This is an optimization exercise on Yosys and OpenROAD, whose aim is small area, a short achievable clock period and few clock cycles per item, not a production implementation.
No functional check of the RTL was part of any run shown here.

File: design/flow/run.sh
#!/bin/bash
# synth_recipe.tcl (not shown) runs the flow's synth.tcl, then flattens the netlist and writes it again
# the make line also repeats each setting of config.mk as NAME=value (left out here)
make -C /OpenROAD-flow-scripts/flow DESIGN_CONFIG=/design/flow/config.mk WORK_HOME=/design/flow/orfs CLKGATE_MAP_FILE= SYNTH_SCRIPT=/design/flow/synth_recipe.tcl finish
File: design/flow/config.mk
export PLATFORM = sky130hd
export DESIGN_NAME = matrixMultiplier
export DESIGN_NICKNAME = matrixMultiplier
export VERILOG_FILES = /design/flow/design.v
export SDC_FILE = /design/flow/constraint.sdc
export NUM_CORES = 4
export LEC_CHECK = 0
export ABC_CLOCK_PERIOD_IN_PS = 3000
export CAP_MARGIN = 20
export CORE_MARGIN = 2
export CORE_UTILIZATION = 40
export SETUP_SLACK_MARGIN = 5
export SLEW_MARGIN = 20
File: design/flow/constraint.sdc
create_clock -name core_clock -period 10.0 [get_ports {clk}]
set_input_delay 2.0000 -clock core_clock [delete_from_list [all_inputs] [get_ports {clk}]]
set_output_delay 2.0000 -clock core_clock [all_outputs]
set_load 0.01 [all_outputs]
File: design/flow/design.v
module matrixMultiplier(input st, rst, clk, input [7:0] data_in, output done, output [7:0] dataout);
  reg run, wt, done_r;
  reg [5:0] t;             
  reg [2:0] ph;            
  wire start = wt & ~st;
  always @(posedge clk or posedge rst)
    if (rst) begin run <= 1'b0; wt <= 1'b0; done_r <= 1'b0; end
    else begin
      wt <= wt ? st : (~run & st);
      run <= start | (run & (t != 6'd45));
      done_r <= run & (t == 6'd17);
    end
  assign done = done_r;
  always @(posedge clk) begin
    t <= start ? 6'd0 : t + 6'd1;
    ph <= start ? 3'b001 : {ph[1:0], ph[2]};    
  end
  reg [7:0] ra0,ra1,ra2,ra3,ra4,ra5,ra6,ra7,ra8;
  reg [7:0] rb0,rb1,rb2,rb3,rb4,rb5,rb6,rb7,rb8;
  wire lda = (t < 6'd9);
  wire ldb = (t >= 6'd9) & (t < 6'd18);
  always @(posedge clk) begin
    ra0 <= lda ? data_in : ra8;
    {ra8,ra7,ra6,ra5,ra4,ra3,ra2,ra1} <= {ra7,ra6,ra5,ra4,ra3,ra2,ra1,ra0};
    rb0 <= ldb ? data_in : rb8;
    {rb8,rb7,rb6,rb5,rb4,rb3,rb2,rb1} <= {rb7,rb6,rb5,rb4,rb3,rb2,rb1,rb0};
  end
  reg [2:0] sa;
  reg [4:0] sb;
  always @(posedge clk)
    case (t)
      6'd0: begin sa <= 3'd4; sb <= 5'd16; end
      6'd1: begin sa <= 3'd4; sb <= 5'd8; end
      6'd2: begin sa <= 3'd4; sb <= 5'd4; end
      6'd3: begin sa <= 3'd1; sb <= 5'd1; end
      6'd4: begin sa <= 3'd1; sb <= 5'd16; end
      6'd5: begin sa <= 3'd1; sb <= 5'd8; end
      6'd6: begin sa <= 3'd1; sb <= 5'd8; end
      6'd7: begin sa <= 3'd1; sb <= 5'd4; end
      6'd8: begin sa <= 3'd1; sb <= 5'd2; end
      6'd9: begin sa <= 3'd2; sb <= 5'd16; end
      6'd10: begin sa <= 3'd2; sb <= 5'd8; end
      6'd11: begin sa <= 3'd2; sb <= 5'd4; end
      6'd12: begin sa <= 3'd4; sb <= 5'd1; end
      6'd13: begin sa <= 3'd4; sb <= 5'd16; end
      6'd14: begin sa <= 3'd4; sb <= 5'd8; end
      6'd15: begin sa <= 3'd4; sb <= 5'd8; end
      6'd16: begin sa <= 3'd4; sb <= 5'd4; end
      6'd17: begin sa <= 3'd4; sb <= 5'd2; end
      6'd18: begin sa <= 3'd1; sb <= 5'd16; end
      6'd19: begin sa <= 3'd1; sb <= 5'd8; end
      6'd20: begin sa <= 3'd1; sb <= 5'd4; end
      6'd21: begin sa <= 3'd2; sb <= 5'd1; end
      6'd22: begin sa <= 3'd2; sb <= 5'd16; end
      6'd23: begin sa <= 3'd2; sb <= 5'd8; end
      6'd24: begin sa <= 3'd2; sb <= 5'd8; end
      6'd25: begin sa <= 3'd2; sb <= 5'd4; end
      6'd26: begin sa <= 3'd2; sb <= 5'd2; end
      6'd27: begin sa <= 3'd4; sb <= 5'd16; end
      6'd28: begin sa <= 3'd4; sb <= 5'd8; end
      6'd29: begin sa <= 3'd4; sb <= 5'd4; end
      6'd30: begin sa <= 3'd1; sb <= 5'd1; end
      6'd31: begin sa <= 3'd1; sb <= 5'd16; end
      6'd32: begin sa <= 3'd1; sb <= 5'd8; end
      6'd33: begin sa <= 3'd1; sb <= 5'd8; end
      6'd34: begin sa <= 3'd1; sb <= 5'd4; end
      6'd35: begin sa <= 3'd1; sb <= 5'd2; end
      6'd36: begin sa <= 3'd2; sb <= 5'd16; end
      6'd37: begin sa <= 3'd2; sb <= 5'd8; end
      6'd38: begin sa <= 3'd2; sb <= 5'd4; end
      6'd39: begin sa <= 3'd4; sb <= 5'd1; end
      6'd40: begin sa <= 3'd4; sb <= 5'd16; end
      6'd41: begin sa <= 3'd4; sb <= 5'd8; end
      6'd42: begin sa <= 3'd4; sb <= 5'd8; end
      6'd43: begin sa <= 3'd4; sb <= 5'd4; end
      6'd44: begin sa <= 3'd4; sb <= 5'd2; end
      6'd45: begin sa <= 3'd1; sb <= 5'd16; end
      6'd46: begin sa <= 3'd1; sb <= 5'd8; end
      6'd47: begin sa <= 3'd1; sb <= 5'd4; end
      6'd48: begin sa <= 3'd2; sb <= 5'd1; end
      6'd49: begin sa <= 3'd2; sb <= 5'd16; end
      6'd50: begin sa <= 3'd2; sb <= 5'd8; end
      6'd51: begin sa <= 3'd2; sb <= 5'd8; end
      6'd52: begin sa <= 3'd2; sb <= 5'd4; end
      6'd53: begin sa <= 3'd2; sb <= 5'd2; end
      6'd54: begin sa <= 3'd4; sb <= 5'd16; end
      6'd55: begin sa <= 3'd4; sb <= 5'd8; end
      6'd56: begin sa <= 3'd4; sb <= 5'd4; end
      6'd57: begin sa <= 3'd1; sb <= 5'd1; end
      6'd58: begin sa <= 3'd1; sb <= 5'd16; end
      6'd59: begin sa <= 3'd1; sb <= 5'd8; end
      6'd60: begin sa <= 3'd1; sb <= 5'd8; end
      6'd61: begin sa <= 3'd1; sb <= 5'd4; end
      6'd62: begin sa <= 3'd1; sb <= 5'd2; end
      6'd63: begin sa <= 3'd2; sb <= 5'd2; end
    endcase
  wire [7:0] a = ({8{sa[0]}} & ra0) | ({8{sa[1]}} & ra3) | ({8{sa[2]}} & ra6);
  wire [7:0] b = ({8{sb[0]}} & rb1) | ({8{sb[1]}} & rb2) | ({8{sb[2]}} & rb4) | ({8{sb[3]}} & rb6) | ({8{sb[4]}} & rb8);
  reg [16:0] acc;
  reg [17:0] res;
  wire first = ph[1], last = ph[0];    
  wire [17:0] sum = (first ? 17'd0 : acc) + a * b;
  always @(posedge clk) begin
    acc <= sum[16:0];
    res <= last ? sum : {8'd0, res[17:8]};
  end
  assign dataout = res[7:0];
endmodule
==> results of run 1 <==
[worst reg2reg max path: cells and delay by family (launching register included)]
family,cells,cell delay (ns)
AOI/OAI and AO/OA,6,1.53
adders and majority gates,5,2.13
buffers and inverters,5,0.46
DFF,1,0.39
and+or+nand+nor,2,0.37
[final cells by class]
cell class	instances	area, um2	area share
Multi-Input combinational cell	427	4056	0.4061
Sequential cell	199	4013	0.4017
Timing Repair Buffer	59	530.5	0.05311
Clock buffer	17	425.4	0.04259
Inverter	108	405.4	0.04058
Tap cell	275	344.1	0.03444
Clock inverter	15	215.2	0.02154
[Yosys cell counts (9+ instances only)]
master / number / area share
a222oi_1: 16 / 0.019
nand2b_1: 19 / 0.014
clkbuf_1: 14 / 0.0063
nor2b_1: 16 / 0.012
o21ai_0: 14 / 0.0083
nand2_1: 36 / 0.016
fa_1: 50 / 0.12
mux2_2: 20 / 0.027
or2_1: 10 / 0.0074
nor2_1: 65 / 0.029
dfxtp_1: 196 / 0.47
ha_1: 49 / 0.073
inv_1: 107 / 0.048
a21o_1: 10 / 0.0089
buf_4: 9 / 0.0080
a21oi_1: 18 / 0.011
[path summary, 6_finish.rpt]
| check | cells past startpoint | slack [ns] | start | endpoint |
|---|---|---|---|---|
| worst max-delay path | 18 | 5.01 | sb[4] | res[15] |
| worst min-delay path | 0 | 0.32 | rb7[6] | rb8[6] |
| worst max register to register | 18 | 5.01 | sb[4] | res[15] |
| worst min register to register | 0 | 0.32 | rb7[6] | rb8[6] |
| max in group asynchronous | 2 | 8.17 | rst | wt |
| min in group asynchronous | 2 | 1.71 | rst | done_r |
[what timing repair did]
item | 4_1_cts | 5_1_grt
setup buffers | 29 | 5
gates cloned | 0 | 0
hold endpoints to repair | 0 | 0
pin swaps | 26 | 24
endpoints found under the setup margin | 19 | 16
resized for setup | 29 | 24
[logic make-up (layout without fill, tap and decap cells)]
kind of cell	after synthesis	count (layout)	share of synthesized area
AO/OA/AOI/OAI	102	102	0.09473
AND/OR/NAND/NOR	181	181	0.1059
XOR/XNOR	10	10	0.01043
buffers and inverters	143	199	0.06985
flip-flops	199	199	0.4760
multiplexers	35	35	0.05094
adder cells (fa/ha/maj)	99	99	0.1921
[placed cells by master (no fill, tap or decap), types with 15 or more instances in the layout]
cell type        synthesis  routed
inv_1                  107     103
clkbuf_16                0      17
nand2_1                 36      35
nand2b_1                19      19
mux2_2                  20      20
nor2b_1                 16      16
clkdlybuf4s50_1          0      19
ha_1                    49      44
a21oi_1                 18      15
a222oi_1                16      16
fa_1                    50      49
nor2_1                  65      63
buf_4                    9      34
dfxtp_1                196     191
[stage by stage]
| step | area [um2] | cells | utilization |
|---|---|---|---|
| after floorplan | 8401 | 769 | - |
| after global placement | 8798 | 1034 | 0.4225 |
| after detailed placement | 8798 | 1034 | 0.4225 |
| after CTS | 9828 | 1095 | 0.4720 |
| after global routing | 9990 | 1100 | 0.4798 |
| final | 9990 | 1100 | 0.4798 |
[routing by layer]
layer / GRT usage / vias to the layer above / routed length [um]
li1: - / 2612 / -
met1: 0.2296 / 2603 / 8378
met2: 0.2544 / 93 / 7737
met3: 0.03394 / 17 / 516
met4: 0.05333 / 0 / 279
met5: 0 / - / 0
==> impl_metrics.toml, run 1 <==
[status]
status = "complete, no violations"

[route]
drc = 0
first_pass_detailed_route_iteration_total = 5
detail-route-antenna-nets = 0
vias_after_detailed_routing = 5325
drt_wl_total_um = 16910
wl_per_cell_um = 15.38
first_iter_violations = 297
viasPerCell = 4.841

[place]
buffer_ports.inserted = 19
gpl_congestion = 0.8112
place_ws_ns = 4.462
dp.final_hpwl_um = 11760

[layout]
largestRegisters = "res: 18 flops, acc: 17 flops"
post_route_cells_drive_above_1_share = 0.1806
antennaDiodeCount = 0
largest-register = "res"
area_growth_syn_to_layout_pct = 18.92
num-nets-final = 922
number_of_flip_flops_in_the_largest_register = 18
fillers = 1929

[sta]
layout_worst_path_cycle_share = 0.4987
timing.clock.skew_ns = 0.01301
maxClockFrequency_mhz = 200.5
final-setup-viol-count = 0
holdWs_ns = 0.3242
worst-slew-pin-transition_ns = 0.7838
final_hold_viol_count = 0
report.final.slew_viol_count = 0
setup_slack_ns = 5.013
fin_tns_setup_ns = 0
rsz0062_at_grt = "yes"
fin_crit_ns = 4.987
timing.slew.headroom = 0.4768

[clock_network]
worst_skew_pair_later_pin_latency_ns = 0.44
clk_pin_slew_ns = 0.08
clkSinkCount = 199
clk_root_buffer_cell = "clkbuf_16"
cts_htree_levels = 4
cts_made_buffers = 17
clock_tree_from_tritoncts = "yes"
postCtsHoldBufs = 0
clockBufferDepth = 2

[critical_path]
type_of_element_capturing_the_critical_path = "register"
path_delay_family = "adder cells"
worst-endpoint-required_ns = 10.35
critPathMostFrequentCell = "fa_1"
slowest_stage = "fa_1"
worst_ep_arrival_time_ns = 5.33
timing.critical_path.from_type = "register"
timing.setup.critical_path_class = "register to register"
max_stage_delay_ns = 0.51
timing.critical_path.fanout_max = 8
cp_cell_sequence = "a222oi_1, inv_1, a221oi_4, buf_4, or2_1, fa_1, fa_1, inv_2, fa_1, inv_1, fa_1, inv_2, ha_4, a21o_4, a21oi_4, a21boi_4, or2_4, a2111oi_4"
worstPathBufferInverterCount = 5

[floorplanning]
floorplan.rows = 53
die_w_um = 148.9
design.core.area_um2 = 20820
floorplan.die_area_um2 = 22180
chipHeight_um = 148.9
io_pins = 20
floorplan.initialDensity = 0.4034

[logic_synthesis]
number_of_standard_cells_after_synthesis = 769
synth-edff-count = 0
syn_area_um2 = 8401
synth_cell_type_count = 59
synth.avg_cell_area_um2 = 10.92
synth-main-ff-cell = "dfxtp_1"
synth_fp_nets = 879
synth_seq_area_share = 0.4760
synthArstFlopShare = 0.01508
postSynthRegisterBits = 199
ys_warn_count = 1

[run]
max_cap_viol = 0

[grt]
grt_start_max_net_pins = 34
grt_pass1_vias = 5327
antenna_violations_before_repair = 0
global_route.overflow_total = 0
gr-usage-all-layers = 0.1639
wire_length_of_the_first_global_routing_pass_um = 27940

[worst_hold_path]
tightest_hold_check_type = "register to register"
==> run 2: changes to the inputs <==
--- a/design/flow/config.mk
+++ b/design/flow/config.mk
@@ -8,6 +8,7 @@
 export ABC_CLOCK_PERIOD_IN_PS = 3000
 export CAP_MARGIN = 20
 export CORE_MARGIN = 2
-export CORE_UTILIZATION = 40
+export CORE_UTILIZATION = 65
+export PLACE_DENSITY = 0.75
 export SETUP_SLACK_MARGIN = 5
 export SLEW_MARGIN = 20
==> impl_metrics.toml, run 2 <==
[sta]
worst-slew-pin-transition_ns = 0.9617
timing.clock.skew_ns = 0.009465
fin_tns_setup_ns = 0
rsz0062_at_grt = "yes"
maxClockFrequency_mhz = 198.7
report.final.slew_viol_count = 0
setup_slack_ns = 4.968
final-setup-viol-count = 0
final_hold_viol_count = 0
fin_crit_ns = 5.032
layout_worst_path_cycle_share = 0.5032
timing.slew.headroom = 0.3580

[floorplanning]
io_pins = 20
floorplan.die_area_um2 = 13850
floorplan.initialDensity = 0.6657
die_w_um = 117.7
floorplan.rows = 41
design.core.area_um2 = 12620
chipHeight_um = 117.7

[logic_synthesis]
synth-main-ff-cell = "dfxtp_1"
synthTopCellsByCount = "dfxtp_1, inv_1, nor2_1"
ys_warn_count = 1
synth_cell_type_count = 59
synthTopCellsByArea = "dfxtp_1, fa_1, ha_1"
synth.avg_cell_area_um2 = 10.92
syn_area_um2 = 8401
synth_fp_nets = 879
synth_seq_area_share = 0.4760
number_of_standard_cells_after_synthesis = 769
synth-edff-count = 0
synth_area_leader_cell = "dfxtp_1"
postSynthRegisterBits = 199
synth_most_common_cell = "dfxtp_1"
synthArstFlopShare = 0.01508
synth_largest_type_area_fraction = 0.4671

[route]
viasPerCell = 5.548
wl_per_cell_um = 17.81
drt_wl_total_um = 17770
first_pass_detailed_route_iteration_total = 5
first_iter_violations = 605
vias_after_detailed_routing = 5537
detail-route-antenna-nets = 0
drc = 0

[layout]
antennaDiodeCount = 0
post_route_cells_drive_above_1_share = 0.1828
largest-register = "res"
fin_area_um2 = 9862
num-nets-final = 923
area_growth_syn_to_layout_pct = 17.40
most-common-layout-cells = "dfxtp_1, inv_1, nor2_1"
mostFrequentLayoutCell = "dfxtp_1"
number_of_flip_flops_in_the_largest_register = 18
largestRegisters = "res: 18 flops, acc: 17 flops"

[critical_path]
type_of_element_capturing_the_critical_path = "register"
crit_startpoint = "sb[1]"
worst_ep_arrival_time_ns = 5.38
crit_end = "res[15]"
worst-endpoint-required_ns = 10.35
timing.critical_path.fanout_max = 7
timing.critical_path.from_type = "register"
rr_startpoint = "sb[1]"
reg2reg_slack_ns = 4.97
timing.setup.critical_path_class = "register to register"
ff2ff_path_depth = 18
r2r-end = "res[15]"

[place]
placed_area_um2 = 8625
gpl_congestion = 0.8631
place_ws_ns = 4.429
buffer_ports.inserted = 19
dp.final_hpwl_um = 12020

[clock_network]
clk_root_buffer_cell = "clkbuf_16"
clk_pin_slew_ns = 0.08
clockBufferDepth = 2
postCtsHoldBufs = 0
worst_skew_pair_later_pin_latency_ns = 0.45
cts_made_buffers = 17
cts_htree_levels = 4
clock_tree_from_tritoncts = "yes"
clkSinkCount = 199

[worst_hold_path]
tightest_hold_check_type = "register to register"
min_delay_path_depth = 0

[grt]
global_route.overflow_total = 0
antenna_violations_before_repair = 0
grt_start_max_net_pins = 35
wire_length_of_the_first_global_routing_pass_um = 29390
gr-usage-all-layers = 0.2723
grt_pass1_vias = 5737

[run]
max_cap_viol = 0

[status]
status = "complete, no violations"
run 2: cell counts after synthesis:
No cell type changed its count.
run 2: layer usage:
layer  wire length, um  part of all wire  vias up  GRT usage
met5                 0                 0        -          0
met3               824             0.046       40    0.04942
met2              8651              0.49      155     0.4306
met1              7810              0.44     2732     0.3705
li1                  -                 -     2610          -
met4               487             0.027        0     0.1160
run 2: what timing repair did:
action / 4_1_cts / 5_1_grt
endpoints found under the setup margin: 19 / 18
resized for setup: 32 / 23
setup buffers: 33 / 8
pin swaps: 22 / 32
run 2: through the flow:
stage	cells	hold WS [ns]	utilization
floorplan	769	0.3096	-
detailed placement	925	0.3121	0.6834
CTS	990	0.3254	0.7678
global placement	925	0.3103	0.6834
finish	998	0.3244	0.7815
global route	998	0.3257	0.7815
run 2: logic make-up after synthesis:
logic type,Yosys count,synth area share
simple gates,181,0.1059
mux,35,0.05094
xor+xnor,10,0.01043
compound gates,102,0.09473
flops,199,0.4760
buf+inv,143,0.06985
fa+ha+maj,99,0.1921
run 2: area by class of cell:
class                   count  area [um2]
fillers                   796        2758
clock inverters            14       158.9
well taps                 172       215.2
flip-flops and latches    199        4014
multi-input cells         427        4088
clock buffers              18       439.2
inverters                 108       405.4
repair buffers             60       541.8
run 2: worst min-delay path by stage:
stage / startpoint / to / slack (ns)
after floorplan: ra1[0] / ra2[0] / 0.31
after global placement: ra5[2] / ra6[2] / 0.31
after detailed placement: ra4[2] / ra5[2] / 0.31
after CTS: rb7[6] / rb8[6] / 0.33
after global routing: rb7[6] / rb8[6] / 0.33
final: rb7[6] / rb8[6] / 0.32
run 2: critical path: stages, from the launching register on:
cell       delay (ns)
dfxtp_4          0.38
a222oi_1         0.33
inv_1            0.13
a221oi_4         0.24
buf_12           0.16
nor2_1           0.05
fa_1             0.52
fa_1             0.55
inv_1            0.05
fa_1             0.48
fa_1             0.57
inv_1            0.07
ha_4             0.29
and2_4           0.17
and3_4           0.19
a21boi_4         0.27
buf_6            0.15
nor4_4           0.04
a2111oi_4        0.31

==> what the ideal ports hide <==
The results above use ideal ports. As a check the final layouts listed here were re-extracted and re-timed, cells and wires unchanged. Step 1, drivers: a clkbuf_16 drives clk and a buf_2 each remaining input, both assumed. Step 2, shift: input delay + t, output delay - t, t = (earliest + latest rising clock arrival at the registers) / 2. This alone moves slack from input paths to output paths. Three values: ideal ports, drivers, drivers and shift; two values: the first two.
run	t (ns)	setup WS [ns]	latest minus earliest clock arrival (ns)
run 1	0.479	5.013 / 5.013 / 5.013	0.014 / 0.013
run 2	0.482	4.968 / 4.968 / 4.968	0.009 / 0.009
After both steps setup and hold are still met in every run listed.
